Source: an optimization exercise on an open RTL-to-GDS flow (aim: a short achievable clock period and few clock cycles). Production flows keep margins and buffers that such runs may drop. RTL that was checked went through simulation tests only; none was proved equivalent to the original. The RTL of run 3 was laid out without a check of its function.

$ cat flow/config.mk
export PLATFORM = sky130hd
export DESIGN_NAME = Integration
export DESIGN_NICKNAME = Integration
export VERILOG_FILES = /design/flow/design.v
export SDC_FILE = /design/flow/constraint.sdc
export NUM_CORES = 4
export LEC_CHECK = 0
export ABC_CLOCK_PERIOD_IN_PS = 2000
export CAP_MARGIN = 20
export CORE_MARGIN = 2
export CORE_UTILIZATION = 40
export SETUP_SLACK_MARGIN = 5
export SLEW_MARGIN = 20
$ cat flow/constraint.sdc
create_clock -name core_clock -period 8.0 [get_ports {clk}]
set_input_delay 1.6000 -clock core_clock [delete_from_list [all_inputs] [get_ports {clk}]]
set_output_delay 1.6000 -clock core_clock [all_outputs]
set_load 0.01 [all_outputs]
$ cat flow/design.v
`timescale 1ns / 1ps
module Integration(input clk,
	 input rst,
	 output [31:0]mem_addr,
	 output [31:0]mem_wdata,
	 output mem_we,
	 input [31:0]mem_rdata
 );
	localparam OP_R = 6'b000000, OP_LW = 6'b100011, OP_SW = 6'b101011,
	           OP_BEQ = 6'b000100, OP_J = 6'b001000;
	reg [31:0] rf [0:9];
	reg [9:0] pc_f;      
	reg [9:0] a_lo;      
	reg d_valid;
	reg [31:0] d_ir;
	reg [9:0] d_pc;
	reg [9:0] d_rs_oh, d_rt_oh;    
	reg e_valid;
	reg [9:0] e_pc;
	reg e_rwe;           
	reg e_ldwe;          
	reg [3:0] e_wa;      
	reg e_mem, e_st, e_beq;
	reg [31:0] e_a, e_b, e_opb;
	reg [31:0] e_g, e_p, e_gc, e_pp;
	reg e_opb_b;         
	reg e_sub, e_and;
	reg [9:0] e_tgt;
	reg e_tgt_nz;        
	reg m_active, m_st, m_ldwe;
	reg [3:0] m_wa;
	reg [31:0] m_addr, m_data;
	reg w_we;
	reg [3:0] w_wa;
	reg [31:0] w_res;
	wire stall = m_active;
	wire [31:0] kg [0:5];
	wire [31:0] kp [0:5];
	assign kg[0] = e_gc;     
	assign kp[0] = e_pp;
	genvar gl, gi;
	generate
		for (gl = 0; gl < 5; gl = gl + 1) begin : ks
			for (gi = 0; gi < 32; gi = gi + 1) begin : b
				if (gi >= (1 << gl)) begin : c
					assign kg[gl + 1][gi] = kg[gl][gi] | (kp[gl][gi] & kg[gl][gi - (1 << gl)]);
					assign kp[gl + 1][gi] = kp[gl][gi] & kp[gl][gi - (1 << gl)];
				end else begin : n
					assign kg[gl + 1][gi] = kg[gl][gi];
					assign kp[gl + 1][gi] = kp[gl][gi];
				end
			end
		end
	endgenerate
	wire [31:0] e_x = e_and ? e_g : (e_p & ~e_g);
	wire [31:0] sum = e_x ^ {kg[5][30:0], e_sub};
	wire [31:0] res = sum;
	reg br_pend;
	reg [9:0] br_tgt;
	wire e_exec = e_valid & ~stall & ~br_pend;
	wire e_taken = e_exec & e_beq & e_tgt_nz & ~|e_x;
	wire m_next = e_exec & e_mem;
	wire [5:0] d_op = d_ir[31:26];
	wire [4:0] d_rs = d_ir[25:21];
	wire [4:0] d_rt = d_ir[20:16];
	wire [4:0] d_rd = d_ir[15:11];
	wire [5:0] d_fn = d_ir[5:0];
	wire [9:0] d_tgt = d_pc + 10'd1 + d_ir[9:0];
	wire d_tgt_nz = |d_ir[9:0];
	wire d_isr = (d_op == OP_R);
	wire d_isld = (d_op == OP_LW);
	wire d_isst = (d_op == OP_SW);
	wire d_isbeq = (d_op == OP_BEQ);
	wire d_same = (d_rs == d_rt);
	wire d_sub = d_isr & (d_fn == 6'd1);
	wire d_and = d_isr & (d_fn == 6'd2);
	wire d_redirect = ~br_pend & d_valid & d_isbeq & d_same & d_tgt_nz;
	reg [31:0] rf_a, rf_b;
	integer k;
	always @(*) begin
		rf_a = 32'b0;
		rf_b = 32'b0;
		for (k = 0; k < 10; k = k + 1) begin
			rf_a = rf_a | (rf[k] & {32{d_rs_oh[k]}});
			rf_b = rf_b | (rf[k] & {32{d_rt_oh[k]}});
		end
	end
	wire e_byp_a = e_exec & e_rwe & (d_rs == {1'b0, e_wa});
	wire e_byp_b = e_exec & e_rwe & (d_rt == {1'b0, e_wa});
	wire e_ldb_a = e_exec & e_ldwe & (d_rs == {1'b0, e_wa});
	wire e_ldb_b = e_exec & e_ldwe & (d_rt == {1'b0, e_wa});
	wire w_byp_a = w_we & (d_rs == {1'b0, w_wa});
	wire w_byp_b = w_we & (d_rt == {1'b0, w_wa});
	wire [31:0] aw = w_byp_a ? w_res : rf_a;
	wire [31:0] bw = w_byp_b ? w_res : rf_b;
	wire d_mem = d_isld | d_isst;
	wire [31:0] d_imm = {{16{d_ir[15]}}, d_ir[15:0]};
	wire f_isj = ~mem_rdata[31] & ~mem_rdata[30] & mem_rdata[29] &
	             ~mem_rdata[28] & ~mem_rdata[27] & ~mem_rdata[26];
	wire j_take = f_isj & ~br_pend & ~d_redirect;
	wire [9:0] pc_other = br_pend ? br_tgt : (d_redirect ? d_tgt : pc_f + 10'd1);
	reg [9:0] f_rs_oh, f_rt_oh;
	always @(*) begin
		for (k = 0; k < 10; k = k + 1) begin
			f_rs_oh[k] = (mem_rdata[25:21] == k);
			f_rt_oh[k] = (mem_rdata[20:16] == k);
		end
	end
	wire smc_hit = m_st & ((e_valid & (m_addr[9:0] == e_pc)) |
	                       (d_valid & (m_addr[9:0] == d_pc)));
	wire [9:0] smc_pc = e_valid ? e_pc : d_pc;
	reg ld_a, ld_b;      
	wire [31:0] ld_a_val = ld_a ? mem_rdata : e_a;
	wire [31:0] ld_b_val = ld_b ? mem_rdata : e_b;
	wire [31:0] ld_opb_val = (ld_b & e_opb_b) ? (mem_rdata ^ {32{e_sub}}) : e_opb;
	wire [31:0] carry = {kg[5][30:0], e_sub};
	wire [31:0] a_c0 = e_byp_a ? e_x : aw;
	wire [31:0] a_c1 = e_byp_a ? ~e_x : aw;
	wire [31:0] b_c0 = e_byp_b ? e_x : bw;
	wire [31:0] b_c1 = e_byp_b ? ~e_x : bw;
	wire [31:0] o_c0 = d_mem ? d_imm : (b_c0 ^ {32{d_sub}});
	wire [31:0] o_c1 = d_mem ? d_imm : (b_c1 ^ {32{d_sub}});
	wire [31:0] na_0 = stall ? ld_a_val : a_c0;
	wire [31:0] na_1 = stall ? ld_a_val : a_c1;
	wire [31:0] nb_0 = stall ? ld_b_val : b_c0;
	wire [31:0] nb_1 = stall ? ld_b_val : b_c1;
	wire [31:0] no_0 = stall ? ld_opb_val : o_c0;
	wire [31:0] no_1 = stall ? ld_opb_val : o_c1;
	wire nand_ = stall ? ~e_and : ~d_and;
	wire ncin = stall ? e_sub : d_sub;
	wire [31:0] ng_0 = na_0 & no_0;
	wire [31:0] ng_1 = na_1 & no_1;
	wire [31:0] np_0 = na_0 | no_0;
	wire [31:0] np_1 = na_1 | no_1;
	function [31:0] csel(input [31:0] c, input [31:0] v1, input [31:0] v0);
		csel = (c & v1) | (~c & v0);
	endfunction
	assign mem_addr = {m_addr[31:10], a_lo};
	assign mem_wdata = m_data;
	assign mem_we = m_st;
	always @(posedge clk) begin
		if (w_we)
			rf[w_wa] <= w_res;
	end
	always @(posedge clk) begin
		e_a <= csel(carry, na_1, na_0);
		e_b <= csel(carry, nb_1, nb_0);
		e_opb <= csel(carry, no_1, no_0);
		e_g <= csel(carry, ng_1, ng_0);
		e_p <= csel(carry, np_1, np_0);
		e_gc <= csel(carry, ng_1 | {31'b0, np_1[0] & ncin}, ng_0 | {31'b0, np_0[0] & ncin}) & {32{nand_}};
		e_pp <= csel(carry, np_1, np_0) & {32{nand_}};
	end
	always @(posedge clk) begin
		if (stall) begin
			w_wa <= m_wa;
			w_res <= mem_rdata;
		end else begin
			w_wa <= e_wa;
			w_res <= res;
			m_wa <= e_wa;
			m_addr <= sum;
			m_data <= e_b;
			e_pc <= d_pc;
			e_rwe <= d_isr & (d_rd < 5'd10);
			e_ldwe <= d_isld & (d_rt < 5'd10);
			e_wa <= d_isr ? d_rd[3:0] : d_rt[3:0];
			ld_a <= e_ldb_a;
			ld_b <= e_ldb_b;
			e_mem <= d_valid & (d_isld | d_isst);
			e_st <= d_isst;
			e_beq <= d_isbeq & ~d_same;
			e_opb_b <= ~(d_isld | d_isst);
			e_sub <= d_sub;
			e_and <= d_and;
			br_tgt <= e_tgt;
			e_tgt <= d_tgt;
			e_tgt_nz <= d_tgt_nz;
			d_ir <= mem_rdata;
			d_pc <= pc_f;
			d_rs_oh <= f_rs_oh;
			d_rt_oh <= f_rt_oh;
		end
	end
	always @(posedge clk or posedge rst) begin
		if (rst) begin
			pc_f <= 0;
			a_lo <= 0;
			d_valid <= 0;
			e_valid <= 0;
			m_active <= 0;
			m_st <= 0;
			m_ldwe <= 0;
			w_we <= 0;
			br_pend <= 0;
		end else if (stall) begin
			m_active <= 0;
			m_st <= 0;
			m_ldwe <= 0;
			w_we <= m_ldwe;
			br_pend <= 0;
			if (smc_hit) begin
				e_valid <= 0;
				d_valid <= 0;
				pc_f <= smc_pc;
				a_lo <= smc_pc;
			end else
				a_lo <= pc_f;
		end else begin
			m_active <= m_next;
			m_st <= e_exec & e_st;
			m_ldwe <= e_exec & e_ldwe;
			w_we <= e_exec & e_rwe;
			br_pend <= e_taken;
			e_valid <= d_valid & ~br_pend;
			d_valid <= ~br_pend & ~d_redirect;
			pc_f <= j_take ? mem_rdata[9:0] : pc_other;
			a_lo <= m_next ? sum[9:0] : (j_take ? mem_rdata[9:0] : pc_other);
		end
	end
endmodule
$ cat flow/run.sh
#!/bin/bash
# synth_recipe.tcl (not shown) runs the flow's synth.tcl, then flattens the netlist and writes it again
# the make line also repeats each setting of config.mk as NAME=value (left out here)
make -C /OpenROAD-flow-scripts/flow DESIGN_CONFIG=/design/flow/config.mk WORK_HOME=/design/flow/orfs CLKGATE_MAP_FILE= SYNTH_SCRIPT=/design/flow/synth_recipe.tcl finish
==> flow_metrics.tcl, run 1 <==
set metrics [dict create \
    cts_root_buf "clkbuf_16" \
    synth_xor_area_share_pct 2.73 \
    hp-class "reg2reg" \
    synth_area_mm2 0.0365 \
    outcome "timing/DRC/antenna clean" \
    cp-start-kind "flip-flop" \
    vias 29700 \
    clock.fmax_mhz 318 \
    wl_per_cell_um 29.0 \
    antenna_found_initial 9 \
    port_buffers 98 \
    tritoncts "done" \
    hpwlAfterDp_um 80600 \
    cts-htree-levels 3 \
    wirelength_um 134000 \
    fin_setup_tns_ns 0 \
    finalHoldViolCount 0 \
    cpMaxStageDelayCell "edfxtp_1" \
    r2r_slack_ns 4.86 \
    grt_pass1_vias 28400 \
    slowest_delay_ns 0.49 \
    yosysUniqueCellTypes 102 \
    yosys_warnings 1 \
    skew_ns 0.0378 \
    synth.avg_cell_area_um2 11.2 \
    viasPerCell 6.40 \
    drc_errors 0 \
    ys_ff_latch 775 \
    required_ns 8.54 \
    synth_top_family_by_area "compound AO/OA/AOI/OAI gates" \
    grt_pass1_wl_um 192000 \
    syn_inst 3265 \
    synthesis.nets 3310 \
    synth_compound_area_share_pct 19.7 \
    dr.first_iter.drc_count 4025 \
    cp.arrival_ns 3.69 \
    start_util_pct 40.5 \
    die_area_mm2 0.0938 \
    cpMostUsedCell "mux2_4" \
    synthSimpleGateAreaFrac_pct 12.1 \
    ios 99 \
    num_rows 110 \
    dp.cells 4386 \
    synth_fa_ha_area_share_pct 0.397 \
    yosysSeqAreaShare_pct 56.4 \
    max-cap-violations 0 \
    multi_input_comb_area_mm2 0.0160 \
    final_layout_size_suffix_gt1_share_pct 17.3 \
    tightest_slew_ns 0.864 \
    endpoint "e_gc[17]" \
    finalSetupViolCount 0 \
    die_h_um 306 \
    async_reset_ff_share_pct 3.48 \
    fin_area_mm2 0.0434 \
    fin_cells 4640 \
    min_period_ns 3.14 \
    postRouteAntennaNets 0 \
    synth_edf_count 494 \
    whs_ns 0.413 \
    final_common_cell "edfxtp_1" \
    max-slew-margin-rel_pct 42.4 \
    ys.flop_type "edfxtp_1" \
    place_area_mm2 0.0388 \
    cts_sinks 775 \
    clk_pin_slew_worst_paths_ns 0.07 \
    regArea_mm2 0.0206 \
    finalMaxSlewViolations 0 \
    grtUsageTotal_pct 27.7 \
    grt_start_max_net_pins 134 \
    grt_overflow 0 \
    core_mm2 0.0903 \
    post-route-period-util_pct 39.3 \
    crit_chain "nor2b_2, o2111ai_4, or3_4, buf_4, clkbuf_16, mux2_4, and4_4, nor3_4, a21oi_1, mux2_4, and2_1" \
    worst_setup_path_end_kind "flip-flop" \
    clockBufferDepth 3 \
    critPathLaunch "d_ir[20]" \
    r2r_start "d_ir[20]" \
    place.gp.congestion 0.925 \
    synth_mux_area_share_pct 5.44 \
    reg2regPathDepth 11 \
    final_cell_mix "edfxtp_1 (494), dfxtp_1 (253), nand2_1 (228)" \
    rsz0062_at_grt "true" \
    critPathKind "reg2reg" \
    nFillCells 8144 \
    timing.rr.end "e_gc[17]" \
    cts_buffers 84 \
    die_w_um 306 \
    final_nets 3437 \
    dr.pass1.iters 6 \
    crit_path_max_fanout 6 \
    insertion_delay_ns 0.67 \
    area_delta_synth_final_pct 18.8 \
]
-- stage by stage --
| stage | utilization (%) | setup slack (ns) |
|---|---|---|
| 2_1_floorplan | - | 4.68 |
| 3_3_place_gp | 42.9 | 3.78 |
| 3_5_place_dp | 42.9 | 3.76 |
| 4_1_cts | 47.0 | 4.87 |
| 5_1_grt | 48.1 | 4.79 |
| 6_report | 48.1 | 4.86 |
-- state kept, by name, summed over array words and instances, names as in the netlist, 4 cells and up --
signal,flops
m_data,32
rf,320
d_pc,10
e_p,32
m_addr,32
e_pp,30
e_a,32
d_rs_oh,10
e_b,32
d_ir,32
e_g,32
e_gc,31
d_rt_oh,10
e_tgt,10
br_tgt,10
a_lo,10
e_pc,10
m_wa,4
w_res,32
e_opb,32
pc_f,10
e_wa,4
-- cells in the mapped netlist (30+ instances only) --
master / number / area share (%)
a21oi_1: 221 / 3.0
xnor2_1: 84 / 2.0
nand2b_1: 31 / 0.53
o211ai_1: 41 / 0.84
edfxtp_1: 494 / 41
dfxtp_1: 254 / 14
xor2_1: 30 / 0.72
mux2i_1: 120 / 3.3
and2_1: 49 / 0.84
buf_1: 35 / 0.36
inv_1: 49 / 0.50
nand2_1: 234 / 2.4
nor3b_1: 36 / 0.74
o21ai_1: 31 / 0.42
mux2_2: 65 / 2.0
nor3_1: 45 / 0.62
nor2b_1: 31 / 0.53
buf_2: 35 / 0.48
a22o_1: 83 / 2.0
nand3_1: 63 / 0.86
nor2_1: 211 / 2.2
clkbuf_1: 126 / 1.3
nand4_1: 64 / 1.1
a22oi_1: 166 / 3.4
a211oi_1: 52 / 1.1
o21ai_0: 108 / 1.5
a221oi_1: 89 / 2.1
-- how the worst min path moves through the flow --
stage / depth (start not counted) / end / startpoint / slack (ns)
2_1_floorplan: 0 / br_tgt[0] / e_tgt[0] / 0.40
3_3_place_gp: 0 / br_tgt[9] / e_tgt[9] / 0.40
3_5_place_dp: 0 / br_tgt[0] / e_tgt[0] / 0.41
4_1_cts: 0 / m_data[19] / e_b[19] / 0.42
5_1_grt: 0 / m_data[19] / e_b[19] / 0.43
6_report: 0 / m_data[19] / e_b[19] / 0.41
-- cells by family (layout without fill, tap and decap cells) --
group           after synthesis  after routing
compound gates             1025           1025
simple gates                878            881
flops                       775            775
buf+inv                     273            468
mux                         189            189
xor+xnor                    114            114
fa+ha+maj                    11             11
other cells                   0              1
-- layout make-up --
type	count	area share, %
Tap cell	1176	3.39
Inverter	49	0.452
Multi-Input combinational cell	2220	36.8
Timing Repair Buffer	262	5.64
Clock inverter	37	0.867
Clock buffer	120	5.43
Antenna cell	1	0.00576
Sequential cell	775	47.5
-- critical path: cells and delay by family (launching register included) --
family	cells	cell delay (ns)
and+or+nand+nor	5	1.28
muxes	2	0.64
DFF	1	0.49
buffers and inverters	2	0.38
AOI/OAI and AO/OA	2	0.23
-- layer usage --
layer / vias to the layer above / global-route usage [%] / wire [um]
met5: - / 0 / 68
met4: 10 / 14.0 / 7850
met3: 361 / 4.98 / 13100
met2: 1788 / 42.7 / 59400
met1: 14700 / 37.6 / 54100
li1: 12800 / - / -
-- timing repair --
action / in CTS / in global routing
hold buffers: 0 / 0
cloned: 5 / 3
buffers inserted: 51 / 37
endpoints found under the hold margin: 0 / 0
gates resized for setup: 209 / 170
setup endpoints to repair: 332 / 147
pin swaps: 18 / 34
Testbench counts, summed over its fixed seeds: cycles 10,252.
==> run 2: changes to the inputs <==
--- a/flow/design.v
+++ b/flow/design.v
@@ -19,7 +19,7 @@
 	reg [9:0] e_pc;
 	reg e_rwe;           
 	reg e_ldwe;          
-	reg [3:0] e_wa;      
+	reg [4:0] e_wa;      
 	reg e_mem, e_st, e_beq;
 	reg [31:0] e_a, e_b, e_opb;
 	reg [31:0] e_g, e_p, e_gc, e_pp;
@@ -60,21 +60,12 @@
 	wire e_exec = e_valid & ~stall & ~br_pend;
 	wire e_taken = e_exec & e_beq & e_tgt_nz & ~|e_x;
 	wire m_next = e_exec & e_mem;
-	wire [5:0] d_op = d_ir[31:26];
 	wire [4:0] d_rs = d_ir[25:21];
 	wire [4:0] d_rt = d_ir[20:16];
 	wire [4:0] d_rd = d_ir[15:11];
-	wire [5:0] d_fn = d_ir[5:0];
 	wire [9:0] d_tgt = d_pc + 10'd1 + d_ir[9:0];
 	wire d_tgt_nz = |d_ir[9:0];
-	wire d_isr = (d_op == OP_R);
-	wire d_isld = (d_op == OP_LW);
-	wire d_isst = (d_op == OP_SW);
-	wire d_isbeq = (d_op == OP_BEQ);
-	wire d_same = (d_rs == d_rt);
-	wire d_sub = d_isr & (d_fn == 6'd1);
-	wire d_and = d_isr & (d_fn == 6'd2);
-	wire d_redirect = ~br_pend & d_valid & d_isbeq & d_same & d_tgt_nz;
+	reg d_isr, d_isld, d_isst, d_isbeq, d_same, d_sub, d_and, d_rwe, d_ldwe;
 	reg [31:0] rf_a, rf_b;
 	integer k;
 	always @(*) begin
@@ -85,20 +76,31 @@
 			rf_b = rf_b | (rf[k] & {32{d_rt_oh[k]}});
 		end
 	end
-	wire e_byp_a = e_exec & e_rwe & (d_rs == {1'b0, e_wa});
-	wire e_byp_b = e_exec & e_rwe & (d_rt == {1'b0, e_wa});
-	wire e_ldb_a = e_exec & e_ldwe & (d_rs == {1'b0, e_wa});
-	wire e_ldb_b = e_exec & e_ldwe & (d_rt == {1'b0, e_wa});
-	wire w_byp_a = w_we & (d_rs == {1'b0, w_wa});
-	wire w_byp_b = w_we & (d_rt == {1'b0, w_wa});
+	reg c_ea, c_eb, c_wa, c_wb;
+	wire e_byp_a = e_exec & e_rwe & c_ea;
+	wire e_byp_b = e_exec & e_rwe & c_eb;
+	wire e_ldb_a = e_exec & e_ldwe & c_ea;
+	wire e_ldb_b = e_exec & e_ldwe & c_eb;
+	wire w_byp_a = w_we & c_wa;
+	wire w_byp_b = w_we & c_wb;
+	wire [4:0] d_wa = d_isr ? d_rd : d_rt;
 	wire [31:0] aw = w_byp_a ? w_res : rf_a;
 	wire [31:0] bw = w_byp_b ? w_res : rf_b;
 	wire d_mem = d_isld | d_isst;
 	wire [31:0] d_imm = {{16{d_ir[15]}}, d_ir[15:0]};
 	wire f_isj = ~mem_rdata[31] & ~mem_rdata[30] & mem_rdata[29] &
 	             ~mem_rdata[28] & ~mem_rdata[27] & ~mem_rdata[26];
-	wire j_take = f_isj & ~br_pend & ~d_redirect;
-	wire [9:0] pc_other = br_pend ? br_tgt : (d_redirect ? d_tgt : pc_f + 10'd1);
+	wire [4:0] f_rs = mem_rdata[25:21];
+	wire [4:0] f_rt = mem_rdata[20:16];
+	wire f_isbeq = ~mem_rdata[31] & ~mem_rdata[30] & ~mem_rdata[29] &
+	               mem_rdata[28] & ~mem_rdata[27] & ~mem_rdata[26];
+	wire f_same = (f_rs == f_rt) | (f_rs >= 5'd10 & f_rt >= 5'd10);
+	wire [9:0] pc_inc = pc_f + 10'd1;
+	wire f_isr = (mem_rdata[31:26] == OP_R);
+	wire f_isld = (mem_rdata[31:26] == OP_LW);
+	wire d_redirect = ~br_pend & d_valid & d_isbeq & d_same & d_tgt_nz;
+	wire take_j = f_isj & ~br_pend & ~d_redirect;
+	wire [9:0] pc_other = br_pend ? br_tgt : (d_redirect ? d_tgt : pc_inc);
 	reg [9:0] f_rs_oh, f_rt_oh;
 	always @(*) begin
 		for (k = 0; k < 10; k = k + 1) begin
@@ -140,7 +142,7 @@
 	assign mem_we = m_st;
 	always @(posedge clk) begin
 		if (w_we)
-			rf[w_wa] <= w_res;
+			rf[w_wa[3:0]] <= w_res;
 	end
 	always @(posedge clk) begin
 		e_a <= csel(carry, na_1, na_0);
@@ -154,17 +156,23 @@
 	always @(posedge clk) begin
 		if (stall) begin
 			w_wa <= m_wa;
+			c_wa <= (d_rs == {1'b0, m_wa});
+			c_wb <= (d_rt == {1'b0, m_wa});
 			w_res <= mem_rdata;
 		end else begin
-			w_wa <= e_wa;
+			w_wa <= e_wa[3:0];
+			c_wa <= (f_rs == e_wa);
+			c_wb <= (f_rt == e_wa);
+			c_ea <= (f_rs == d_wa);
+			c_eb <= (f_rt == d_wa);
 			w_res <= res;
-			m_wa <= e_wa;
+			m_wa <= e_wa[3:0];
 			m_addr <= sum;
 			m_data <= e_b;
 			e_pc <= d_pc;
-			e_rwe <= d_isr & (d_rd < 5'd10);
-			e_ldwe <= d_isld & (d_rt < 5'd10);
-			e_wa <= d_isr ? d_rd[3:0] : d_rt[3:0];
+			e_rwe <= d_rwe;
+			e_ldwe <= d_ldwe;
+			e_wa <= d_wa;
 			ld_a <= e_ldb_a;
 			ld_b <= e_ldb_b;
 			e_mem <= d_valid & (d_isld | d_isst);
@@ -177,6 +185,15 @@
 			e_tgt <= d_tgt;
 			e_tgt_nz <= d_tgt_nz;
 			d_ir <= mem_rdata;
+			d_isr <= f_isr;
+			d_isld <= f_isld;
+			d_isst <= (mem_rdata[31:26] == OP_SW);
+			d_isbeq <= f_isbeq;
+			d_same <= f_same;
+			d_sub <= f_isr & (mem_rdata[5:0] == 6'd1);
+			d_and <= f_isr & (mem_rdata[5:0] == 6'd2);
+			d_rwe <= f_isr & (mem_rdata[15:11] < 5'd10);
+			d_ldwe <= f_isld & (f_rt < 5'd10);
 			d_pc <= pc_f;
 			d_rs_oh <= f_rs_oh;
 			d_rt_oh <= f_rt_oh;
@@ -214,8 +231,8 @@
 			br_pend <= e_taken;
 			e_valid <= d_valid & ~br_pend;
 			d_valid <= ~br_pend & ~d_redirect;
-			pc_f <= j_take ? mem_rdata[9:0] : pc_other;
-			a_lo <= m_next ? sum[9:0] : (j_take ? mem_rdata[9:0] : pc_other);
+			pc_f <= take_j ? mem_rdata[9:0] : pc_other;
+			a_lo <= (take_j & ~m_next) ? mem_rdata[9:0] : (m_next ? sum[9:0] : pc_other);
 		end
 	end
 endmodule
==> run 2 against run 1 <==
Global-route usage rose by 0.47 points; clock skew rose by 0.0078 ns; cell count rose by 1.0%; core utilization fell by 0.52 points; sequential share of layout area rose by 1.1 points; setup slack improved by 0.097 ns; critical path type unchanged; largest cell class unchanged; highest routed layer unchanged.
==> flow_metrics.tcl, run 2 <==
set metrics [dict create \
    worst_hold_path.num_cells 0 \
    max-cap-violations 0 \
    synth_commonest_cells "edfxtp_1 (500), nand2_1 (314), dfxtp_1 (256), a21oi_1 (221)" \
    fin_cells 4687 \
    required_ns 8.50 \
    grt_start_max_net_pins 149 \
    fin_setup_tns_ns 0 \
    grt_pass1_wl_um 193000 \
    yosysMostFrequentCell "edfxtp_1" \
    regArea_mm2 0.0208 \
    largest_reg_flops 320 \
    clock.fmax_mhz 328 \
    ys_top_cells_by_area "edfxtp_1 (41%), dfxtp_1 (14%), a22oi_1 (4.0%)" \
    grt_pass1_vias 27600 \
    nFillCells 8084 \
    cts_root_buf "clkbuf_16" \
    cp.arrival_ns 3.55 \
    utilization_pct 47.6 \
    worst_setup_path_end_kind "flip-flop" \
    insertion_delay_ns 0.66 \
    antenna_found_initial 7 \
    yosysUniqueCellTypes 99 \
    grtUsageTotal_pct 28.2 \
    yosysSeqAreaShare_pct 57.0 \
    async_reset_ff_share_pct 3.45 \
    whs_ns 0.419 \
    skew_ns 0.0456 \
    crit_path_max_fanout 9 \
    max-slew-margin-rel_pct 39.3 \
    start_util_pct 40.5 \
    clk_pin_slew_worst_paths_ns 0.06 \
    rsz0062_at_grt "true" \
    cp-start-kind "flip-flop" \
    die_area_mm2 0.0937 \
    grt_overflow 0 \
    synth_top_cell_area_share_pct 41.1 \
    final_layout_size_suffix_gt1_share_pct 14.1 \
    final_nets 3482 \
    final_common_cell "edfxtp_1" \
    num_rows 110 \
    die_h_um 306 \
    core_mm2 0.0901 \
    finalHoldViolCount 0 \
    synthesis.nets 3384 \
    finalMaxSlewViolations 0 \
    place.gp.congestion 0.957 \
    synth.avg_cell_area_um2 10.9 \
    wirelength_um 137000 \
    dr.first_iter.drc_count 4296 \
    tightest_slew_ns 0.910 \
    reg2regPathDepth 8 \
    tritoncts "done" \
    multi_input_comb_area_mm2 0.0151 \
    ios 99 \
    area_delta_synth_final_pct 17.5 \
    place_area_mm2 0.0386 \
    drc_errors 0 \
    holdBufCountCts 0 \
    yosysTopAreaCell "edfxtp_1" \
    synth_area_mm2 0.0365 \
    clockBufferDepth 3 \
    ys_ff_latch 783 \
    post-route-period-util_pct 38.1 \
    cts_buffers 85 \
    wl_per_cell_um 29.3 \
    port_buffers 98 \
    finalSetupViolCount 0 \
    final_cell_mix "edfxtp_1 (500), nand2_1 (310), dfxtp_1 (255)" \
    dr.pass1.iters 9 \
    cts_sinks 783 \
    vias 29700 \
    hp-class "reg2reg" \
    synth_edf_count 500 \
    postRouteAntennaNets 0 \
    cts-htree-levels 3 \
    critPathKind "reg2reg" \
    syn_inst 3339 \
    outcome "timing/DRC/antenna clean" \
    ys.flop_type "edfxtp_1" \
    viasPerCell 6.34 \
    min_period_ns 3.05 \
    yosys_warnings 1 \
    dp.cells 4451 \
    die_w_um 306 \
    fin_area_mm2 0.0429 \
    hpwlAfterDp_um 80900 \
]
run 2: cell types whose count changed in the layout (fill, tap and decap cells not counted), sizes merged, moves of 32 or more:
cell and delta:
mux2i -32, a22o -74, nand3 +113, nand2 +80, a222oi +61, a221oi -81, inv +39, nand4 -40
run 2: cell type report:
| type | instances | area share, % |
|---|---|---|
| diodes | 2 | 0.0117 |
| clock buffers | 112 | 5.49 |
| clock inverters | 47 | 1.24 |
| inverters | 91 | 0.834 |
| multi-input cells | 2243 | 35.3 |
| flip-flops and latches | 783 | 48.6 |
| well taps | 1176 | 3.43 |
| repair buffers | 233 | 5.18 |
run 2: final timing paths:
path / from / endpoint / slack (ns)
min reg2reg: e_tgt[0] / br_tgt[0] / 0.42
max: e_pp[15] / e_p[31] / 4.95
min: e_tgt[0] / br_tgt[0] / 0.42
min in group asynchronous: rst / a_lo[1] / 1.36
max reg2reg: e_pp[15] / e_p[31] / 4.95
max in group asynchronous: rst / m_active / 6.19
run 2: logic make-up after synthesis:
group | after synthesis | synth area share, %
AO/OA/AOI/OAI | 980 | 18.8
flip-flops | 783 | 57.0
XOR/XNOR | 140 | 3.36
buffers and inverters | 316 | 3.71
adder cells (fa/ha/maj) | 12 | 0.425
AND/OR/NAND/NOR | 976 | 12.9
multiplexers | 132 | 3.77
run 2: metrics by stage:
stage / setup WS, ns
after floorplan: 3.78
after global placement: 3.80
after detailed placement: 3.85
after CTS: 4.84
after global routing: 4.92
final: 4.95
run 2: routing by layer:
layer,GRT usage (%),share of wire (%)
met1,39.4,41
met2,41.7,42
met3,6.30,12
met4,12.9,4.6
met5,0,0.024
run 2: repair_timing:
action / in CTS / in global routing
setup buffers: 13 / 54
setup endpoints to repair: 313 / 135
cloned: 4 / 4
pin swaps: 8 / 35
gates resized for setup: 146 / 122
run 2: worst max-delay path: stages (launching register included):
cell and delay (ns):
dfxtp_1 0.50, nand3_1 0.14, nor2_1 0.41, o2111ai_2 0.44, a21oi_2 0.54, or3_1 0.20
a21oi_1 0.07, o31ai_1 0.44, nand4_1 0.13
Testbench counts of run 2, summed over its fixed seeds: cycles 10,250.
==> run 3: changes to the inputs <==
--- a/flow/design.v
+++ b/flow/design.v
@@ -58,7 +58,7 @@
 	reg br_pend;
 	reg [9:0] br_tgt;
 	wire e_exec = e_valid & ~stall & ~br_pend;
-	wire e_taken = e_exec & e_beq & e_tgt_nz & ~|e_x;
+	wire e_taken = e_exec & e_beq & e_tgt_nz & ~|(e_p & ~e_g);    
 	wire m_next = e_exec & e_mem;
 	wire [4:0] d_rs = d_ir[25:21];
 	wire [4:0] d_rt = d_ir[20:16];
@@ -154,6 +154,10 @@
 		e_pp <= csel(carry, np_1, np_0) & {32{nand_}};
 	end
 	always @(posedge clk) begin
+		m_addr <= sum;
+		m_data <= e_b;
+	end
+	always @(posedge clk) begin
 		if (stall) begin
 			w_wa <= m_wa;
 			c_wa <= (d_rs == {1'b0, m_wa});
@@ -167,8 +171,6 @@
 			c_eb <= (f_rt == d_wa);
 			w_res <= res;
 			m_wa <= e_wa[3:0];
-			m_addr <= sum;
-			m_data <= e_b;
 			e_pc <= d_pc;
 			e_rwe <= d_rwe;
 			e_ldwe <= d_ldwe;
==> flow/flow/run.sh (new file) <==
#!/bin/bash
set -euo pipefail
export BUFFER_PORTS_ARGS="-inputs -outputs -buffer_cell sky130_fd_sc_hd__buf_8"
bash standard.sh SETUP_SLACK_MARGIN=6 MATCH_CELL_FOOTPRINT=0 finish > run_make.log 2>&1
==> flow/standard.sh (new file) <==
#!/bin/bash
# synth_recipe.tcl (not shown) runs the flow's synth.tcl, then flattens the netlist and writes it again
# the make line also repeats each setting of config.mk as NAME=value (left out here)
make -C /OpenROAD-flow-scripts/flow DESIGN_CONFIG=/design/flow/config.mk WORK_HOME=/design/flow/orfs CLKGATE_MAP_FILE= SYNTH_SCRIPT=/design/flow/synth_recipe.tcl "${@:-finish}"
--- a/flow/config.mk
+++ b/flow/config.mk
@@ -5,9 +5,7 @@
 export SDC_FILE = /design/flow/constraint.sdc
 export NUM_CORES = 4
 export LEC_CHECK = 0
-export ABC_CLOCK_PERIOD_IN_PS = 2000
 export CAP_MARGIN = 20
 export CORE_MARGIN = 2
 export CORE_UTILIZATION = 40
-export SETUP_SLACK_MARGIN = 5
 export SLEW_MARGIN = 20
removed: flow/run.sh
==> run 3 against run 2 <==
Cell count increased by 7.7%; sequential share of layout area decreased by 9.3 points; still clean on timing, DRC and antenna; worst hold slack got worse by 0.074 ns; synthesized cell count decreased by 0.12%; clock-buffer cell count increased by 4.
==> flow_metrics.tcl, run 3 <==
set metrics [dict create \
    grt_pass1_wl_um 216000 \
    hpwlAfterDp_um 82100 \
    cts_root_buf "clkbuf_16" \
    grt_overflow 0 \
    yosysTopAreaCell "edfxtp_1" \
    holdBufCountCts 0 \
    nFillCells 6800 \
    clk_pin_slew_worst_paths_ns 0.07 \
    r2r_start "d_rt_oh[0]" \
    final_cell_mix "edfxtp_1 (436), dfxtp_1 (248), buf_4 (244)" \
    hp-start "e_b[29]" \
    timing.rr.end "e_pp[7]" \
    hold_end "m_data[29]" \
    pre_cts_slack_ns 3.72 \
    syn_inst 3335 \
    ys_ff_latch 783 \
    skew_ns 0.0373 \
    final_common_cell "edfxtp_1" \
    fin_setup_tns_ns 0 \
    clockBufferDepth 3 \
    synthesis.nets 3380 \
    cp.arrival_ns 3.46 \
    yosysUniqueCellTypes 109 \
    synth_top_family_by_area "compound AO/OA/AOI/OAI gates" \
    synth.avg_cell_area_um2 10.8 \
    tightest_slew_ns 0.967 \
    worst_setup_path_end_kind "flip-flop" \
    final_layout_size_suffix_gt1_share_pct 40.6 \
    yosysMostFrequentCell "edfxtp_1" \
    worst_hold_path.num_cells 0 \
    cpMaxStageDelayCell "edfxtp_1" \
    synth_area_mm2 0.0360 \
    crit_buf_inv 4 \
    cp-start-kind "flip-flop" \
    viasPerCell 6.51 \
    die_area_mm2 0.0923 \
    required_ns 8.53 \
    synth_edf_count 436 \
    regArea_mm2 0.0203 \
    ys_top_cells_by_area "edfxtp_1 (36%), dfxtp_1 (18%), a22oi_1 (4.0%)" \
    multi_input_comb_area_mm2 0.0193 \
    reg2regPathDepth 11 \
    slowest_delay_ns 0.44 \
    area_delta_synth_final_pct 43.8 \
    grt_pass1_vias 30700 \
    die_h_um 304 \
    yosys_warnings 1 \
    cpMostUsedCell "buf_12" \
    fin_ws_ns 5.08 \
    max-cap-violations 0 \
    synth_top_cell_area_share_pct 36.4 \
    crit_chain "buf_12, buf_12, buf_8, a222oi_1, nand4_1, a21oi_2, o32a_1, nor3_2, a211oi_2, buf_4, a21oi_1" \
    dr.pass1.iters 10 \
    vias 32900 \
    synthSimpleGateAreaFrac_pct 12.7 \
    async_reset_ff_share_pct 3.45 \
    tritoncts "done" \
    critPathKind "reg2reg" \
    final_nets 3856 \
    synth_compound_area_share_pct 19.0 \
    largest_reg_flops 320 \
    cts-htree-levels 3 \
    ys.flop_type "edfxtp_1" \
    antenna_found_initial 5 \
    outcome "timing/DRC/antenna clean" \
    ios 99 \
    finalHoldViolCount 0 \
    rsz0062_at_grt "true" \
    finalMaxSlewViolations 0 \
    hp-class "reg2reg" \
    synth_fa_ha_area_share_pct 0.463 \
    cts_buffers 85 \
    finalSetupViolCount 0 \
    synth_xor_area_share_pct 3.60 \
    insertion_delay_ns 0.70 \
    synth_mux_area_share_pct 4.04 \
    cts_sinks 783 \
    start_util_pct 40.5 \
    core_mm2 0.0888 \
    r2r_slack_ns 5.08 \
    synth_commonest_cells "edfxtp_1 (436), dfxtp_1 (320), nand2_1 (295), a21oi_1 (211), nor2_1 (197)" \
    drc_errors 0 \
    clock.fmax_mhz 342 \
    grt_start_max_net_pins 73 \
    post-route-period-util_pct 36.5 \
    dr.first_iter.drc_count 5186 \
    num_rows 109 \
    max-slew-margin-rel_pct 34.9 \
    yosysSeqAreaShare_pct 56.1 \
    wirelength_um 158000 \
    port_buffers 98 \
    grtUsageTotal_pct 32.1 \
    wl_per_cell_um 31.3 \
    crit_path_max_fanout 4 \
    min_period_ns 2.92 \
    cpLargestDelayFamily "compound AO/OA/AOI/OAI gates" \
    postRouteAntennaNets 0 \
    place.gp.congestion 0.923 \
    die_w_um 304 \
]
[run 3: cell count changes after synthesis, moves of 10 or more]
cell | previous run | this run
a21oi_1 | 221 | 211
nand2_1 | 314 | 295
dfxtp_1 | 256 | 320
nand4_1 | 24 | 14
or3_1 | 30 | 16
o21ai_0 | 108 | 132
a21boi_0 | 6 | 17
xor2_1 | 35 | 48
o21ai_1 | 18 | 0
nand2b_1 | 27 | 49
inv_1 | 90 | 102
a211oi_1 | 60 | 47
a31oi_1 | 45 | 21
edfxtp_1 | 500 | 436
[run 3: worst max path at each step]
stage / cells past startpoint / from / to / slack [ns]
CTS: 9 / d_rt_oh[0] / e_gc[0] / 5.13
finish: 11 / d_rt_oh[0] / e_pp[7] / 5.08
global placement: 10 / m_active / e_pp[28] / 3.76
detailed placement: 10 / m_active / e_pp[28] / 3.72
floorplan: 8 / mem_rdata[27] / a_lo[8] / 5.01
global route: 14 / d_rt_oh[0] / e_gc[14] / 5.02
[run 3: area by class of cell]
class	instances	area share (%)
Antenna cell	1	0.00484
Clock buffer	116	4.60
Clock inverter	43	0.813
Inverter	103	0.820
Multi-Input combinational cell	2227	37.4
Sequential cell	783	39.3
Tap cell	1165	2.82
Timing Repair Buffer	610	14.2
Timing Repair inverter	1	0.0218
[run 3: what timing repair did]
item / CTS / global route
pin swaps: 306 / 254
hold endpoints to repair: 0 / 0
endpoints found under the setup margin: 662 / 545
setup buffers: 287 / 134
resized for setup: 886 / 335
gates cloned: 41 / 3
[run 3: per-stage QoR]
stage               cells  area [um2]  hold slack (ns)  utilization (%)
floorplan            3335       37100            0.324                -
global placement     4424       39100            0.334             44.0
detailed placement   4424       39100            0.335             44.0
CTS                  4911       49100            0.345             55.3
global route         5048       51700            0.349             58.2
finish               5049       51700            0.345             58.2
[run 3: cell families (layout without fill, tap and decap cells)]
family / after synthesis / in the layout
other: 0 / 1
muxes: 139 / 139
DFF: 783 / 783
AOI/OAI and AO/OA: 968 / 968
buffers and inverters: 333 / 873
adders and majority gates: 13 / 13
and+or+nand+nor: 952 / 960
xor gates and xnor gates: 147 / 147
[run 3: worst register-to-register path: stages, from the launching register on]
cell and delay, ns:
edfxtp_1 0.44, buf_12 0.17, buf_12 0.14, buf_8 0.13
a222oi_1 0.33, nand4_1 0.31, a21oi_2 0.38, o32a_1 0.31
nor3_2 0.07, a211oi_2 0.23, buf_4 0.18, a21oi_1 0.07
[run 3: metal layers]
| layer | vias to the layer above | routed length, um | global-route usage [%] |
|---|---|---|---|
| met5 | - | 25 | 0 |
| met4 | 4 | 13300 | 21.4 |
| met3 | 696 | 19900 | 8.02 |
| met2 | 2685 | 66800 | 47.5 |
| met1 | 16000 | 57800 | 41.6 |
| li1 | 13500 | - | - |
==> run 4: changes to the inputs <==
--- a/flow/design.v
+++ b/flow/design.v
@@ -76,13 +76,10 @@
 			rf_b = rf_b | (rf[k] & {32{d_rt_oh[k]}});
 		end
 	end
-	reg c_ea, c_eb, c_wa, c_wb;
-	wire e_byp_a = e_exec & e_rwe & c_ea;
-	wire e_byp_b = e_exec & e_rwe & c_eb;
+	reg c_ea, c_eb;
+	reg e_byp_a, e_byp_b, w_byp_a, w_byp_b;
 	wire e_ldb_a = e_exec & e_ldwe & c_ea;
 	wire e_ldb_b = e_exec & e_ldwe & c_eb;
-	wire w_byp_a = w_we & c_wa;
-	wire w_byp_b = w_we & c_wb;
 	wire [4:0] d_wa = d_isr ? d_rd : d_rt;
 	wire [31:0] aw = w_byp_a ? w_res : rf_a;
 	wire [31:0] bw = w_byp_b ? w_res : rf_b;
@@ -99,8 +96,15 @@
 	wire f_isr = (mem_rdata[31:26] == OP_R);
 	wire f_isld = (mem_rdata[31:26] == OP_LW);
 	wire d_redirect = ~br_pend & d_valid & d_isbeq & d_same & d_tgt_nz;
-	wire take_j = f_isj & ~br_pend & ~d_redirect;
+	wire smc_hit = m_st & ((e_valid & (m_addr[9:0] == e_pc)) |
+	                       (d_valid & (m_addr[9:0] == d_pc)));
+	wire [9:0] smc_pc = e_valid ? e_pc : d_pc;
 	wire [9:0] pc_other = br_pend ? br_tgt : (d_redirect ? d_tgt : pc_inc);
+	wire j_en = ~stall & ~br_pend & ~d_redirect;
+	wire [9:0] pc_keep = stall ? (smc_hit ? smc_pc : pc_f) : pc_other;
+	wire [9:0] a_keep = stall ? (smc_hit ? smc_pc : pc_f) : (m_next ? sum[9:0] : pc_other);
+	wire [9:0] pc_next = (f_isj & j_en) ? mem_rdata[9:0] : pc_keep;
+	wire [9:0] a_next = (f_isj & j_en & ~m_next) ? mem_rdata[9:0] : a_keep;
 	reg [9:0] f_rs_oh, f_rt_oh;
 	always @(*) begin
 		for (k = 0; k < 10; k = k + 1) begin
@@ -108,9 +112,6 @@
 			f_rt_oh[k] = (mem_rdata[20:16] == k);
 		end
 	end
-	wire smc_hit = m_st & ((e_valid & (m_addr[9:0] == e_pc)) |
-	                       (d_valid & (m_addr[9:0] == d_pc)));
-	wire [9:0] smc_pc = e_valid ? e_pc : d_pc;
 	reg ld_a, ld_b;      
 	wire [31:0] ld_a_val = ld_a ? mem_rdata : e_a;
 	wire [31:0] ld_b_val = ld_b ? mem_rdata : e_b;
@@ -160,15 +161,17 @@
 	always @(posedge clk) begin
 		if (stall) begin
 			w_wa <= m_wa;
-			c_wa <= (d_rs == {1'b0, m_wa});
-			c_wb <= (d_rt == {1'b0, m_wa});
+			w_byp_a <= m_ldwe & (d_rs == {1'b0, m_wa});
+			w_byp_b <= m_ldwe & (d_rt == {1'b0, m_wa});
 			w_res <= mem_rdata;
 		end else begin
 			w_wa <= e_wa[3:0];
-			c_wa <= (f_rs == e_wa);
-			c_wb <= (f_rt == e_wa);
+			w_byp_a <= e_exec & e_rwe & (f_rs == e_wa);
+			w_byp_b <= e_exec & e_rwe & (f_rt == e_wa);
 			c_ea <= (f_rs == d_wa);
 			c_eb <= (f_rt == d_wa);
+			e_byp_a <= d_valid & d_rwe & (f_rs == d_wa);
+			e_byp_b <= d_valid & d_rwe & (f_rt == d_wa);
 			w_res <= res;
 			m_wa <= e_wa[3:0];
 			e_pc <= d_pc;
@@ -205,6 +208,13 @@
 		if (rst) begin
 			pc_f <= 0;
 			a_lo <= 0;
+		end else begin
+			pc_f <= pc_next;
+			a_lo <= a_next;
+		end
+	end
+	always @(posedge clk or posedge rst) begin
+		if (rst) begin
 			d_valid <= 0;
 			e_valid <= 0;
 			m_active <= 0;
@@ -221,10 +231,7 @@
 			if (smc_hit) begin
 				e_valid <= 0;
 				d_valid <= 0;
-				pc_f <= smc_pc;
-				a_lo <= smc_pc;
-			end else
-				a_lo <= pc_f;
+			end
 		end else begin
 			m_active <= m_next;
 			m_st <= e_exec & e_st;
@@ -233,8 +240,6 @@
 			br_pend <= e_taken;
 			e_valid <= d_valid & ~br_pend;
 			d_valid <= ~br_pend & ~d_redirect;
-			pc_f <= take_j ? mem_rdata[9:0] : pc_other;
-			a_lo <= (take_j & ~m_next) ? mem_rdata[9:0] : (m_next ? sum[9:0] : pc_other);
 		end
 	end
 endmodule
==> run 4 against run 3 <==
Setup slack better by 0.076 ns; global-route usage increased by 0.73 points; fmax rose by 2.7%; critical endpoint is now mem_addr[7]; largest cell class is now multi-input gates.
==> flow_metrics.tcl, run 4 <==
set metrics [dict create \
    finalSetupViolCount 0 \
    cpLargestDelayFamily "flip-flops" \
    synth_commonest_cells "edfxtp_1 (438), dfxtp_1 (320), nand2_1 (295), a21oi_1 (189), o21ai_0 (165)" \
    whs_ns 0.341 \
    tritoncts "done" \
    post-route-period-util_pct 35.6 \
    cts_buffers 84 \
    ys_ff_latch 785 \
    crit_path_max_fanout 1 \
    grt_pass1_vias 32100 \
    finalHoldViolCount 0 \
    antenna_found_initial 6 \
    final_cell_mix "edfxtp_1 (438), nand2_1 (255), dfxtp_1 (250)" \
    fin_setup_tns_ns 0 \
    hp-class "reg2reg" \
    slowest_delay_ns 0.43 \
    largest_reg_flops 320 \
    ys.flop_type "edfxtp_1" \
    nFillCells 7087 \
    die_w_um 308 \
    wirelength_um 165000 \
    min_period_ns 2.85 \
    ios 99 \
    required_ns 6.40 \
    syn_inst 3431 \
    cts-htree-levels 3 \
    cpMaxStageDelayCell "dfrtp_1" \
    yosysMostFrequentCell "edfxtp_1" \
    port_buffers 98 \
    cp-start-kind "flip-flop" \
    synthesis.nets 3476 \
    critPathKind "reg2out" \
    crit_chain "buf_8" \
    outcome "timing/DRC/antenna clean" \
    tightest_slew_ns 1.01 \
    grtUsageTotal_pct 32.8 \
    yosysUniqueCellTypes 98 \
    critPathLaunch "a_lo[7]" \
    core_mm2 0.0915 \
    postRouteAntennaNets 0 \
    grt_start_max_net_pins 66 \
    rsz0062_at_grt "true" \
    die_h_um 308 \
    final_common_cell "edfxtp_1" \
    worst_setup_path_end_kind "output pin" \
    final_nets 3925 \
    wl_per_cell_um 32.2 \
    cp.arrival_ns 1.25 \
    area_delta_synth_final_pct 43.8 \
    synth.avg_cell_area_um2 10.8 \
    yosysTopAreaCell "edfxtp_1" \
    vias 34100 \
    start_util_pct 40.3 \
    drc_errors 0 \
    grt_pass1_wl_um 224000 \
    place_area_mm2 0.0403 \
    cts_sinks 785 \
    crit_buf_inv 1 \
    hp-start "e_b[1]" \
    yosysSeqAreaShare_pct 54.8 \
    viasPerCell 6.63 \
    ys_top_cells_by_area "edfxtp_1 (36%), dfxtp_1 (17%), a22oi_1 (3.1%)" \
    grt_overflow 0 \
    holdBufCountCts 0 \
    max-cap-violations 0 \
    place.gp.congestion 0.912 \
    dr.pass1.iters 9 \
    clockBufferDepth 3 \
    synth_edf_count 438 \
    final_layout_size_suffix_gt1_share_pct 39.4 \
    yosys_warnings 1 \
    async_reset_ff_share_pct 3.44 \
    fin_area_mm2 0.0531 \
    r2r_start "e_gc[2]" \
    skew_ns 0.0483 \
    num_rows 111 \
    insertion_delay_ns 0.69 \
    synth_area_mm2 0.0369 \
    clk_pin_slew_worst_paths_ns 0.06 \
    cts_root_buf "clkbuf_16" \
    hpwlAfterDp_um 87800 \
    max-slew-margin-rel_pct 32.2 \
    finalMaxSlewViolations 0 \
    die_area_mm2 0.0948 \
    clock.fmax_mhz 351 \
    dr.first_iter.drc_count 4973 \
    synth_top_cell_area_share_pct 35.6 \
]
==> run 4: cell count changes in the layout (fill, tap and decap cells not counted), moves of 23 or more <==
cell,previous run,this run
nand3_1,131,72
a22oi_1,171,131
a22o_1,6,43
nor2_1,160,129
inv_1,79,49
o21ai_0,42,70
a211oi_1,9,33
a21oi_2,81,57
a21oi_4,38,14
a21oi_1,96,119
a31oi_1,10,33
nand3_2,32,9
o21a_1,24,47
==> run 4: cells by family (layout without fill, tap and decap cells) <==
kind of cell / after synthesis / after routing / share of synthesized area (%)
buffers and inverters: 317 / 836 / 3.59
AND/OR/NAND/NOR: 902 / 902 / 12.0
XOR/XNOR: 126 / 126 / 2.99
AO/OA/AOI/OAI: 1164 / 1164 / 22.6
other: 0 / 3 / 0
multiplexers: 126 / 126 / 3.57
flip-flops: 785 / 785 / 54.8
adder cells (fa/ha/maj): 11 / 11 / 0.393
==> run 4: worst paths after layout <==
path / endpoint / slack (ns) / depth (start not counted)
worst min register to register: m_data[1] / 0.34 / 0
max in group asynchronous: m_active / 6.47 / 2
worst max-delay path: mem_addr[7] / 5.15 / 1
min in group asynchronous: w_we / 1.01 / 2
worst min-delay path: m_data[1] / 0.34 / 0
worst max register to register: w_res[27] / 5.18 / 13
==> run 4: per-layer routing <==
metal	vias up	part of all wire, %	track usage [%]
li1	14100	-	-
met1	16700	36	41.0
met2	2525	43	49.9
met3	741	11	6.82
met4	2	9.4	24.8
met5	-	0.0067	0
==> run 4: stage by stage <==
step	util, %	cells	setup WS [ns]
5_1_grt	58.0	5137	5.14
4_1_cts	54.7	5004	5.12
2_1_floorplan	-	3431	4.94
3_3_place_gp	44.1	4535	4.12
6_report	58.0	5139	5.15
3_5_place_dp	44.1	4535	4.05
==> run 4: worst register-to-register path: stages, from the launching register on <==
cell,delay (ns)
dfxtp_1,0.35
a21o_1,0.18
a221o_4,0.24
buf_6,0.12
o211ai_4,0.08
buf_12,0.16
buf_6,0.11
buf_6,0.11
o41ai_4,0.50
buf_4,0.23
nor4_2,0.04
or3_4,0.44
inv_4,0.08
mux2_2,0.14
==> run 4: layout make-up <==
class	count	area [um2]	share of cell area [%]
clock inverters	43	601	1.13
repair inverters	1	11.3	0.0212
clock buffers	113	2400	4.53
flip-flops and latches	785	20300	38.3
diodes	3	7.51	0.0141
multi-input cells	2329	20400	38.5
inverters	70	330	0.622
well taps	1186	1480	2.79
repair buffers	609	7490	14.1
==> run 4: repair_timing <==
action / in CTS / in global routing
cloned: 21 / 6
setup endpoints to repair: 769 / 574
gates resized for setup: 862 / 375
buffers inserted: 292 / 126
pin swaps: 304 / 250
Testbench counts of run 4, summed over its fixed seeds: cycles 10,250.
==> run 5: changes to the inputs <==
--- a/flow/design.v
+++ b/flow/design.v
@@ -14,6 +14,7 @@
 	reg d_valid;
 	reg [31:0] d_ir;
 	reg [9:0] d_pc;
+	reg [9:0] d_pc1;     
 	reg [9:0] d_rs_oh, d_rt_oh;    
 	reg e_valid;
 	reg [9:0] e_pc;
@@ -23,6 +24,7 @@
 	reg e_mem, e_st, e_beq;
 	reg [31:0] e_a, e_b, e_opb;
 	reg [31:0] e_g, e_p, e_gc, e_pp;
+	reg e_b_w;           
 	reg e_opb_b;         
 	reg e_sub, e_and;
 	reg [9:0] e_tgt;
@@ -63,7 +65,7 @@
 	wire [4:0] d_rs = d_ir[25:21];
 	wire [4:0] d_rt = d_ir[20:16];
 	wire [4:0] d_rd = d_ir[15:11];
-	wire [9:0] d_tgt = d_pc + 10'd1 + d_ir[9:0];
+	wire [9:0] d_tgt = d_pc1 + d_ir[9:0];
 	wire d_tgt_nz = |d_ir[9:0];
 	reg d_isr, d_isld, d_isst, d_isbeq, d_same, d_sub, d_and, d_rwe, d_ldwe;
 	reg [31:0] rf_a, rf_b;
@@ -125,8 +127,6 @@
 	wire [31:0] o_c1 = d_mem ? d_imm : (b_c1 ^ {32{d_sub}});
 	wire [31:0] na_0 = stall ? ld_a_val : a_c0;
 	wire [31:0] na_1 = stall ? ld_a_val : a_c1;
-	wire [31:0] nb_0 = stall ? ld_b_val : b_c0;
-	wire [31:0] nb_1 = stall ? ld_b_val : b_c1;
 	wire [31:0] no_0 = stall ? ld_opb_val : o_c0;
 	wire [31:0] no_1 = stall ? ld_opb_val : o_c1;
 	wire nand_ = stall ? ~e_and : ~d_and;
@@ -146,9 +146,10 @@
 			rf[w_wa[3:0]] <= w_res;
 	end
 	always @(posedge clk) begin
-		e_a <= csel(carry, na_1, na_0);
-		e_b <= csel(carry, nb_1, nb_0);
-		e_opb <= csel(carry, no_1, no_0);
+		e_a <= stall ? ld_a_val : aw;
+		e_b <= stall ? ld_b_val : bw;
+		e_opb <= stall ? ld_opb_val : (d_mem ? d_imm : (bw ^ {32{d_sub}}));
+		e_b_w <= stall ? (e_b_w & ~ld_b) : e_byp_b;
 		e_g <= csel(carry, ng_1, ng_0);
 		e_p <= csel(carry, np_1, np_0);
 		e_gc <= csel(carry, ng_1 | {31'b0, np_1[0] & ncin}, ng_0 | {31'b0, np_0[0] & ncin}) & {32{nand_}};
@@ -156,7 +157,7 @@
 	end
 	always @(posedge clk) begin
 		m_addr <= sum;
-		m_data <= e_b;
+		m_data <= e_b_w ? w_res : e_b;
 	end
 	always @(posedge clk) begin
 		if (stall) begin
@@ -200,6 +201,7 @@
 			d_rwe <= f_isr & (mem_rdata[15:11] < 5'd10);
 			d_ldwe <= f_isld & (f_rt < 5'd10);
 			d_pc <= pc_f;
+			d_pc1 <= pc_inc;
 			d_rs_oh <= f_rs_oh;
 			d_rt_oh <= f_rt_oh;
 		end
==> run 5 against run 4 <==
Largest cell class is now registers; clock-buffer cell count increased by 13; cell count increased by 1.1%; synthesized cell count increased by 0.32%; highest routed layer unchanged; register-to-register slack improved by 0.06 ns; non-clock buffer count decreased by 36; clock skew decreased by 0.015 ns; still clean; sequential cell count increased by 11; worst hold slack improved by 0.078 ns; critical endpoint is now mem_we; die area increased by 1.5%.
==> flow_metrics.tcl, run 5 <==
set metrics [dict create \
    clk_pin_slew_worst_paths_ns 0.06 \
    grt_pass1_vias 31800 \
    largest_reg_flops 320 \
    crit_chain "buf_8" \
    rsz0062_at_grt "true" \
    num_rows 112 \
    endpoint "mem_we" \
    timing.rr.end "e_gc[27]" \
    fin_ws_ns 5.15 \
    drc_errors 0 \
    synth_top_family_by_area "compound AO/OA/AOI/OAI gates" \
    final_nets 3908 \
    die_area_mm2 0.0962 \
    hpwlAfterDp_um 87900 \
    synth_mux_area_share_pct 4.70 \
    synth_commonest_cells "edfxtp_1 (480), nand2_1 (315), dfxtp_1 (289), o21ai_0 (219), a22oi_1 (198)" \
    max-cap-violations 0 \
    fin_setup_tns_ns 0 \
    r2r_slack_ns 5.24 \
    cpLargestDelayFamily "flip-flops" \
    outcome "timing/DRC/antenna clean" \
    place.gp.congestion 0.950 \
    synth_top_cell_area_share_pct 38.5 \
    ios 99 \
    insertion_delay_ns 0.68 \
    cts-htree-levels 3 \
    fin_area_mm2 0.0525 \
    required_ns 6.40 \
    synth_fa_ha_area_share_pct 0.387 \
    dr.first_iter.drc_count 5115 \
    ys_ff_latch 796 \
    port_buffers 98 \
    grt_pass1_wl_um 226000 \
    min_period_ns 2.85 \
    core_mm2 0.0930 \
    cts_buffers 89 \
    nFillCells 7503 \
    pre_cts_slack_ns 4.49 \
    tightest_slew_ns 0.920 \
    skew_ns 0.0336 \
    fin_cells 5194 \
    reg2regPathDepth 11 \
    clock.fmax_mhz 351 \
    finalSetupViolCount 0 \
    synthesis.nets 3487 \
    cp-start-kind "flip-flop" \
    place_area_mm2 0.0408 \
    finalHoldViolCount 0 \
    synth.avg_cell_area_um2 10.9 \
    final_layout_size_suffix_gt1_share_pct 37.7 \
    synth_area_mm2 0.0375 \
    final_cell_mix "edfxtp_1 (480), nand2_1 (267), dfxtp_1 (208)" \
    crit_buf_inv 1 \
    finalMaxSlewViolations 0 \
    tritoncts "done" \
    antenna_found_initial 5 \
    worst_setup_path_end_kind "output pin" \
    syn_inst 3442 \
    post-route-period-util_pct 35.6 \
    slowest_delay_ns 0.45 \
    die_w_um 310 \
    hp-class "reg2reg" \
    synth_compound_area_share_pct 19.3 \
    crit_path_max_fanout 2 \
    yosysMostFrequentCell "edfxtp_1" \
    r2r_start "d_rt_oh[1]" \
    ys_top_cells_by_area "edfxtp_1 (38%), dfxtp_1 (15%), a22oi_1 (4.0%)" \
    ys.flop_type "edfxtp_1" \
    area_delta_synth_final_pct 40.1 \
    yosys_warnings 1 \
    cp.arrival_ns 1.25 \
    dr.pass1.iters 8 \
    synth_xor_area_share_pct 3.74 \
    insertedDiodeCount 0 \
    start_util_pct 40.3 \
    die_h_um 310 \
    holdBufCountCts 0 \
    multi_input_comb_area_mm2 0.0196 \
    yosysTopAreaCell "edfxtp_1" \
    vias 33800 \
    yosysSeqAreaShare_pct 55.7 \
    hp-start "e_tgt[3]" \
    synthSimpleGateAreaFrac_pct 12.8 \
    critPathLaunch "m_st" \
    regArea_mm2 0.0210 \
    postRouteAntennaNets 0 \
    clockBufferDepth 3 \
    cts_sinks 796 \
    dp.cells 4611 \
    synth_edf_count 480 \
    wirelength_um 163000 \
    wl_per_cell_um 31.4 \
    async_reset_ff_share_pct 3.39 \
    critPathKind "reg2out" \
    grtUsageTotal_pct 32.7 \
    grt_overflow 0 \
    worst-path-stages 1 \
    max-slew-margin-rel_pct 38.7 \
    grt_start_max_net_pins 71 \
    yosysUniqueCellTypes 86 \
    cpMaxStageDelayCell "dfrtp_2" \
    cts_root_buf "clkbuf_16" \
    viasPerCell 6.51 \
    final_common_cell "edfxtp_1" \
]
## run 5: cell types whose count changed in the layout (fill, tap and decap cells not counted), sizes merged, moves of 42 or more
cell / before / now
a22oi: 152 / 198
a21oi: 190 / 148
nand2b: 57 / 102
o21ai: 172 / 223
edfxtp: 438 / 480
a211oi: 115 / 17
## run 5: final cells by class
type,count,share of cell area [%]
clock buffer,126,4.82
timing repair buffer,573,13.5
multi-input combinational,2352,37.4
inverter,51,0.457
sequential,796,40.0
clock inverter,42,0.736
tap,1254,2.99
## run 5: worst min path at each step
stage	to	slack [ns]	cells past startpoint
detailed placement	br_tgt[5]	0.41	0
finish	br_tgt[3]	0.42	0
global placement	br_tgt[0]	0.40	0
CTS	br_tgt[7]	0.42	0
floorplan	br_tgt[0]	0.40	0
global route	br_tgt[1]	0.42	0
## run 5: logic make-up after synthesis
logic type,count (synthesis)
compound gates,1035
xor+xnor,160
fa+ha+maj,11
buf+inv,297
flops,796
mux,166
simple gates,977
## run 5: metrics by stage
step	hold WS, ns	utilization, %
floorplan	0.400	-
global placement	0.401	43.8
detailed placement	0.407	43.8
CTS	0.420	53.6
global route	0.425	56.4
finish	0.419	56.4
## run 5: repair_timing
item,in CTS,in global routing
setup buffers,266,115
setup endpoints to repair,811,443
gates cloned,32,2
pin swaps,334,275
resized for setup,799,378
## run 5: layer usage
metal	part of all wire [%]	GRT usage, %	vias up
met1	38	43.6	16600
met3	13	8.83	583
li1	-	-	14000
met5	0.0073	0	-
met2	43	47.9	2565
met4	6.8	18.7	2
Testbench counts of run 5, summed over its fixed seeds: cycles 10,250.

port drivers added, routing unchanged:
The flow's constraints put no driver on any port. The routed layouts listed below were extracted and timed again, unchanged, in two steps.
Step 1 assumes that a clkbuf_16 drives the clock port and a buf_2 every other input.
Step 2 adds t to the input delays and takes it off the output delays; t is the mean of the earliest and latest rising clock arrival at the registers after step 1. Input paths then give back, and output paths get back, about the clock's delay inside the block.
a / b / c = no drivers / after step 1 / after step 2; a / b = the first two.
run	t (ns)	setup slack, ns	worst hold slack (ns)	worst data-port slew with drivers (ns)
run 1	0.717	4.858 / 4.858 / 4.290	0.413 / 0.413 / 0.413	0.19
run 2	0.708	4.955 / 4.955 / 4.376	0.419 / 0.419 / 0.419	0.13
run 3	0.742	5.076 / 5.076 / 4.490	0.345 / 0.345 / 0.345	0.09
run 4	0.736	5.152 / 5.085 / 4.628	0.341 / 0.341 / 0.341	0.16
run 5	0.730	5.155 / 5.087 / 4.728	0.419 / 0.419 / 0.419	0.07
After both steps every run listed still meets setup and hold. The setup slack of run 3, which loses most, moves by 0.000 ns with the drivers and by -0.586 ns with both steps.
